Background: an optimization exercise with open tools, aiming at small area, a short achievable clock period and few clock cycles per item. Do not read the settings as production practice.
RTL that was checked went through simulation tests only; none was proved equivalent to the original.

==> inputs of build 9 <==
## divider_nr
module divider_nr
  #
  (
   parameter BITS      = 16
   )
  (
   input wire                       clk,
   input wire                       reset,
   input wire                       start,
   input wire unsigned [BITS-1:0]   dividend,
   input wire unsigned [BITS-1:0]   divisor,
   output logic                     done,
   output logic unsigned [BITS-1:0] quotient,
   output logic unsigned [BITS-1:0] remainder
   );
==> module divider_nr, before the edit <==
module divider_nr
  #
  (
   parameter BITS      = 16
   )
  (
   input wire                       clk,
   input wire                       reset,
   input wire                       start,
   input wire unsigned [BITS-1:0]   dividend,
   input wire unsigned [BITS-1:0]   divisor,
   output logic                     done,
   output logic unsigned [BITS-1:0] quotient,
   output logic unsigned [BITS-1:0] remainder
   );
  localparam BC = $clog2(BITS);
  logic [BITS:0]   t_q;        
  logic [BITS-1:0] d_q;        
  logic            q_q;        
  logic            qn_q;       
  logic            done_q;     
  logic [BITS-2:0] quo_q;      
  logic [BC-1:0]   idx_q;      
  logic            bit_q;      
  logic            busy_q;
  logic            norm_q;     
  function automatic logic [3:0] msb_pos(input logic [15:0] x);
    logic [7:0] y8;
    logic [3:0] y4;
    logic [1:0] y2;
    msb_pos[3] = |x[15:8];
    y8         = msb_pos[3] ? x[15:8] : x[7:0];
    msb_pos[2] = |y8[7:4];
    y4         = msb_pos[2] ? y8[7:4] : y8[3:0];
    msb_pos[1] = |y4[3:2];
    y2         = msb_pos[1] ? y4[3:2] : y4[1:0];
    msb_pos[0] = y2[1];
  endfunction
  logic [3:0]    pa, pb;
  logic [4:0]    pdiff;
  logic [BC-1:0] sh;
  assign pa    = msb_pos(dividend);
  assign pb    = msb_pos(divisor);
  assign pdiff = {1'b0, pa} - {1'b0, pb};
  assign sh    = pdiff[4] ? '0 : pdiff[3:0];
  logic [BITS-1:0] rn;
  assign rn = ({BITS{q_q}} & d_q) | ({BITS{qn_q}} & t_q[BITS-1:0]);
  logic [BITS:0]   x;
  logic [BITS+1:0] dx;
  logic [BC-1:0]   amt;
  logic [BITS-1:0] sx;
  assign amt = norm_q ? idx_q : '0;
  assign sx  = dividend >> amt;
  assign x   = (norm_q || !busy_q || done_q) ? {1'b0, sx} : {rn, bit_q};
  assign dx = {1'b0, x} - {2'b0, divisor};
  logic [BC-1:0] nidx;
  assign nidx = norm_q ? idx_q - 4'd1 : idx_q - 4'd2;
  assign done      = done_q;
  assign quotient  = {quo_q, q_q};
  assign remainder = rn;
  always_ff @(posedge clk) begin
    t_q   <= x;
    d_q   <= dx[BITS-1:0];
    q_q   <= ~dx[BITS+1];
    qn_q  <= dx[BITS+1];
    if (start)
      done_q <= (sh == '0);
    else
      done_q <= busy_q && !norm_q && !done_q && (idx_q == 4'd1);
    bit_q <= dividend[nidx];
    if (start) begin
      busy_q <= 1'b1;
      norm_q <= (sh != '0);
      idx_q  <= sh;
      quo_q  <= '0;
    end else if (norm_q) begin
      norm_q <= 1'b0;
    end else begin
      if (busy_q) idx_q <= idx_q - 1'b1;
      if (done) busy_q <= 1'b0;
      quo_q <= quotient[BITS-2:0];
    end
    if (reset) begin
      busy_q <= 1'b0;
      norm_q <= 1'b0;
      done_q <= 1'b0;
    end
  end
endmodule
export LEC_CHECK = 0
export ABC_AREA = 1
export CAP_MARGIN = 20
export CORE_MARGIN = 2
export CORE_UTILIZATION = 60
export SETUP_SLACK_MARGIN = 2.2
export SLEW_MARGIN = 20
create_clock -name core_clock -period 5.0 [get_ports {clk}]
standard.sh (not shown) runs the stock make flow with config.mk's settings and CLKGATE_MAP_FILE= SYNTH_SCRIPT=/design/flow/synth_recipe.tcl, a recipe that flattens the netlist after the stock synthesis.
==> flow/flow/run.sh <==
#!/bin/bash
cp standard.sh standard_sh.txt
export BUFFER_PORTS_ARGS="-buffer_cell sky130_fd_sc_hd__buf_2"
export ADDER_MAP_FILE=
bash standard.sh > standard.log 2>&1
==> trial 19: changes against build 9 <==
--- a/flow/design.v
+++ b/flow/design.v
@@ -97,75 +97,37 @@
    );
   localparam BC = $clog2(BITS);
-  logic [BITS:0]   t_q;        
-  logic [BITS-1:0] d_q;        
-  logic            q_q;        
-  logic            qn_q;       
-  logic            done_q;     
-  logic [BITS-2:0] quo_q;      
+  logic [BITS-1:0] rem_q;      
+  logic [BITS-1:0] quo_q;      
   logic [BC-1:0]   idx_q;      
-  logic            bit_q;      
   logic            busy_q;
-  logic            norm_q;     
-  function automatic logic [3:0] msb_pos(input logic [15:0] x);
-    logic [7:0] y8;
-    logic [3:0] y4;
-    logic [1:0] y2;
-    msb_pos[3] = |x[15:8];
-    y8         = msb_pos[3] ? x[15:8] : x[7:0];
-    msb_pos[2] = |y8[7:4];
-    y4         = msb_pos[2] ? y8[7:4] : y8[3:0];
-    msb_pos[1] = |y4[3:2];
-    y2         = msb_pos[1] ? y4[3:2] : y4[1:0];
-    msb_pos[0] = y2[1];
-  endfunction
-  logic [3:0]    pa, pb;
-  logic [4:0]    pdiff;
-  logic [BC-1:0] sh;
-  assign pa    = msb_pos(dividend);
-  assign pb    = msb_pos(divisor);
-  assign pdiff = {1'b0, pa} - {1'b0, pb};
-  assign sh    = pdiff[4] ? '0 : pdiff[3:0];
-  logic [BITS-1:0] rn;
-  assign rn = ({BITS{q_q}} & d_q) | ({BITS{qn_q}} & t_q[BITS-1:0]);
-  logic [BITS:0]   x;
-  logic [BITS+1:0] dx;
-  logic [BC-1:0]   amt;
-  logic [BITS-1:0] sx;
-  assign amt = norm_q ? idx_q : '0;
-  assign sx  = dividend >> amt;
-  assign x   = (norm_q || !busy_q || done_q) ? {1'b0, sx} : {rn, bit_q};
-  assign dx = {1'b0, x} - {2'b0, divisor};
-  logic [BC-1:0] nidx;
-  assign nidx = norm_q ? idx_q - 4'd1 : idx_q - 4'd2;
-  assign done      = done_q;
-  assign quotient  = {quo_q, q_q};
-  assign remainder = rn;
+  logic [BC:0] na, nb;
+  leading_ones #(.SELECTOR("DOWN_FOR"), .BITS(BITS)) u_lod_a (.SW(dividend), .LED(na));
+  leading_ones #(.SELECTOR("DOWN_FOR"), .BITS(BITS)) u_lod_b (.SW(divisor | 1'b1), .LED(nb));
+  logic signed [BC+1:0] diff;
+  logic [BC-1:0]        sh;
+  assign diff = $signed({1'b0, na}) - $signed({1'b0, nb});
+  assign sh   = diff[BC+1] ? '0 : diff[BC-1:0];
+  logic [BITS:0]   trial;
+  logic [BITS+1:0] diffr;
+  logic            qbit;
+  assign trial = {rem_q, dividend[idx_q]};
+  assign diffr = {1'b0, trial} - {2'b0, divisor};
+  assign qbit  = ~diffr[BITS+1];
+  assign done      = busy_q && (idx_q == '0);
+  assign quotient  = {quo_q[BITS-2:0], qbit};
+  assign remainder = qbit ? diffr[BITS-1:0] : trial[BITS-1:0];
   always_ff @(posedge clk) begin
-    t_q   <= x;
-    d_q   <= dx[BITS-1:0];
-    q_q   <= ~dx[BITS+1];
-    qn_q  <= dx[BITS+1];
-    if (start)
-      done_q <= (sh == '0);
-    else
-      done_q <= busy_q && !norm_q && !done_q && (idx_q == 4'd1);
-    bit_q <= dividend[nidx];
     if (start) begin
       busy_q <= 1'b1;
-      norm_q <= (sh != '0);
       idx_q  <= sh;
+      rem_q  <= (dividend >> 1) >> sh;
       quo_q  <= '0;
-    end else if (norm_q) begin
-      norm_q <= 1'b0;
     end else begin
       if (busy_q) idx_q <= idx_q - 1'b1;
       if (done) busy_q <= 1'b0;
-      quo_q <= quotient[BITS-2:0];
+      rem_q <= remainder;
+      quo_q <= quotient;
     end
-    if (reset) begin
-      busy_q <= 1'b0;
-      norm_q <= 1'b0;
-      done_q <= 1'b0;
-    end
+    if (reset) busy_q <= 1'b0;
   end
 endmodule
==> flow/run.sh (new file) <==
#!/bin/bash
# synth_recipe.tcl (not shown) runs the flow's synth.tcl, then flattens the netlist and writes it again
# the make line also repeats each setting of config.mk as NAME=value (left out here)
make -C /OpenROAD-flow-scripts/flow DESIGN_CONFIG=/design/flow/config.mk WORK_HOME=/design/flow/orfs CLKGATE_MAP_FILE= SYNTH_SCRIPT=/design/flow/synth_recipe.tcl finish
--- a/flow/config.mk
+++ b/flow/config.mk
@@ -6,8 +6,7 @@
 export NUM_CORES = 4
 export LEC_CHECK = 0
-export ABC_AREA = 1
 export CAP_MARGIN = 20
 export CORE_MARGIN = 2
-export CORE_UTILIZATION = 60
-export SETUP_SLACK_MARGIN = 2.2
+export CORE_UTILIZATION = 40
+export SETUP_SLACK_MARGIN = 0.5
 export SLEW_MARGIN = 20
removed: flow/flow/run.sh
removed: flow/standard.sh
==> build 23: changes against build 9 <==
--- a/flow/design.v
+++ b/flow/design.v
@@ -97,14 +97,10 @@
    );
   localparam BC = $clog2(BITS);
-  logic [BITS:0]   t_q;        
-  logic [BITS-1:0] d_q;        
-  logic            q_q;        
-  logic            qn_q;       
-  logic            done_q;     
+  logic [BITS-1:0] rem_q;      
   logic [BITS-2:0] quo_q;      
   logic [BC-1:0]   idx_q;      
   logic            bit_q;      
   logic            busy_q;
-  logic            norm_q;     
+  logic [BITS-1:0] div_q;      
   function automatic logic [3:0] msb_pos(input logic [15:0] x);
     logic [7:0] y8;
@@ -119,53 +115,38 @@
     msb_pos[0] = y2[1];
   endfunction
-  logic [3:0]    pa, pb;
-  logic [4:0]    pdiff;
+  logic [3:0] pa, pb;
+  logic [4:0] pdiff;
+  logic       neg;
   logic [BC-1:0] sh;
   assign pa    = msb_pos(dividend);
   assign pb    = msb_pos(divisor);
   assign pdiff = {1'b0, pa} - {1'b0, pb};
-  assign sh    = pdiff[4] ? '0 : pdiff[3:0];
-  logic [BITS-1:0] rn;
-  assign rn = ({BITS{q_q}} & d_q) | ({BITS{qn_q}} & t_q[BITS-1:0]);
-  logic [BITS:0]   x;
-  logic [BITS+1:0] dx;
-  logic [BC-1:0]   amt;
-  logic [BITS-1:0] sx;
-  assign amt = norm_q ? idx_q : '0;
-  assign sx  = dividend >> amt;
-  assign x   = (norm_q || !busy_q || done_q) ? {1'b0, sx} : {rn, bit_q};
-  assign dx = {1'b0, x} - {2'b0, divisor};
+  assign neg   = pdiff[4];
+  assign sh    = neg ? '0 : pdiff[3:0];
   logic [BC-1:0] nidx;
-  assign nidx = norm_q ? idx_q - 4'd1 : idx_q - 4'd2;
-  assign done      = done_q;
-  assign quotient  = {quo_q, q_q};
-  assign remainder = rn;
+  assign nidx = start ? sh : idx_q - 1'b1;
+  logic [BITS:0]   trial;
+  logic [BITS+1:0] diffr;
+  logic            qbit;
+  assign trial = {rem_q, bit_q};
+  assign diffr = {1'b0, trial} - {2'b0, div_q};
+  assign qbit  = ~diffr[BITS+1];
+  assign done      = busy_q && (idx_q == '0);
+  assign quotient  = {quo_q, qbit};
+  assign remainder = qbit ? diffr[BITS-1:0] : trial[BITS-1:0];
   always_ff @(posedge clk) begin
-    t_q   <= x;
-    d_q   <= dx[BITS-1:0];
-    q_q   <= ~dx[BITS+1];
-    qn_q  <= dx[BITS+1];
-    if (start)
-      done_q <= (sh == '0);
-    else
-      done_q <= busy_q && !norm_q && !done_q && (idx_q == 4'd1);
+    idx_q <= nidx;
+    div_q <= divisor;
     bit_q <= dividend[nidx];
     if (start) begin
       busy_q <= 1'b1;
-      norm_q <= (sh != '0);
-      idx_q  <= sh;
+      rem_q  <= neg ? (dividend >> 1) : ((dividend >> 1) >> pdiff[3:0]);
       quo_q  <= '0;
-    end else if (norm_q) begin
-      norm_q <= 1'b0;
     end else begin
-      if (busy_q) idx_q <= idx_q - 1'b1;
       if (done) busy_q <= 1'b0;
+      rem_q <= remainder;
       quo_q <= quotient[BITS-2:0];
     end
-    if (reset) begin
-      busy_q <= 1'b0;
-      norm_q <= 1'b0;
-      done_q <= 1'b0;
-    end
+    if (reset) busy_q <= 1'b0;
   end
 endmodule
==> flow/flow/run.sh (replaced) <==
#!/bin/bash
cp standard.sh standard_sh.txt
export BUFFER_PORTS_ARGS="-buffer_cell sky130_fd_sc_hd__buf_2"
bash standard.sh > standard.log 2>&1
--- a/flow/config.mk
+++ b/flow/config.mk
@@ -9,5 +9,5 @@
 export CAP_MARGIN = 20
 export CORE_MARGIN = 2
-export CORE_UTILIZATION = 60
-export SETUP_SLACK_MARGIN = 2.2
+export CORE_UTILIZATION = 65
+export SETUP_SLACK_MARGIN = 1.1
 export SLEW_MARGIN = 20
==> flow_summary.ini <==
[critical_path]
cp_top_family = flip-flops
worstReg2RegStart = norm_q
cp_slowest_stage_delay_ns = 0.83
critPathMaxFanout = 17

[status]
status = timing/DRC/antenna clean

[cts]
cts.clk_slew.worst_paths_ns = 0.08
clk_latency_ns = 0.36

[cells_and_area]
buffers = 82
syn_to_final_growth_pct = 20.74
multi_input_area_um2 = 2803

[detailed_routing]
drt_pass1_iterations = 5

[grt]
grt_util_all_layers = 0.3150

[floorplan]
coreArea_um2 = 6832

[pwr]
ir_worst_vdd_mv = 0.2868

[sta]
worst_slew_pin_slew_ns = 0.7778

[yosys]
yosys.area_share.adder = 0
-- figures above: build 9

==> flow_summary.ini <==
[pwr]
ir_worst_vdd_mv = 0.4284

[critical_path]
worstReg2RegStart = rem_q[10]
critPathMaxFanout = 7
cp_slowest_stage_delay_ns = 0.64

[cts]
cts.clk_slew.worst_paths_ns = 0.10

[cells_and_area]
buffers = 84
multi_input_area_um2 = 2446

[sta]
worst_slew_pin_slew_ns = 0.5534

[status]
status = timing/DRC/antenna clean

[detailed_routing]
drt_pass1_iterations = 6

[floorplan]
coreArea_um2 = 5574
-- figures above: build 23

==> flow_summary.ini <==
[critical_path]
cp_top_family = multiplexers
cp_slowest_stage_delay_ns = 0.46

[sta]
worst_slew_pin_slew_ns = 0.6956

[cts]
clk_latency_ns = 0.28

[cells_and_area]
buffers = 157
multi_input_area_um2 = 2776
syn_to_final_growth_pct = 50.38

[status]
status = timing/DRC/antenna clean

[grt]
grt_util_all_layers = 0.2417

[pwr]
ir_worst_vdd_mv = 0.2607

[floorplan]
coreArea_um2 = 8593

[yosys]
yosys.area_share.adder = 0.09367
-- figures above: trial 19

Testbench counts of build 23, summed over its fixed seeds: cycles 5,943, items 1,600.
Function not checked in build 9 and trial 19: the RTL went through the layout flow alone.

==> static timing again, ports no longer ideal <==
In the flow no input, the clock included, has a driving cell. The finished layouts below were timed again as built, in two steps. Step 1 assumes that a clkbuf_16 drives the clock port and a buf_2 every other input. Step 2 also shifts input and output timing later by t, the mid clock arrival at the registers, as if the neighbouring blocks saw the same clock. Three values: ideal, step 1, step 2; two values: the first two.
run	shift t [ns]	slack for setup (ns)	worst data-port slew with drivers (ns)	pins driven straight from the clock port
build 9	0.376	2.279 / 2.251 / 1.927	0.04	1
trial 19	0.304	0.065 / 0.033 / 0.033	0.05	1
build 23	0.347	0.970 / 0.968 / 0.622	0.06	1
After both steps setup and hold are still met in every run listed. For build 9, which loses most, drivers alone change the setup slack by -0.028 ns; drivers and shift together by -0.352 ns.
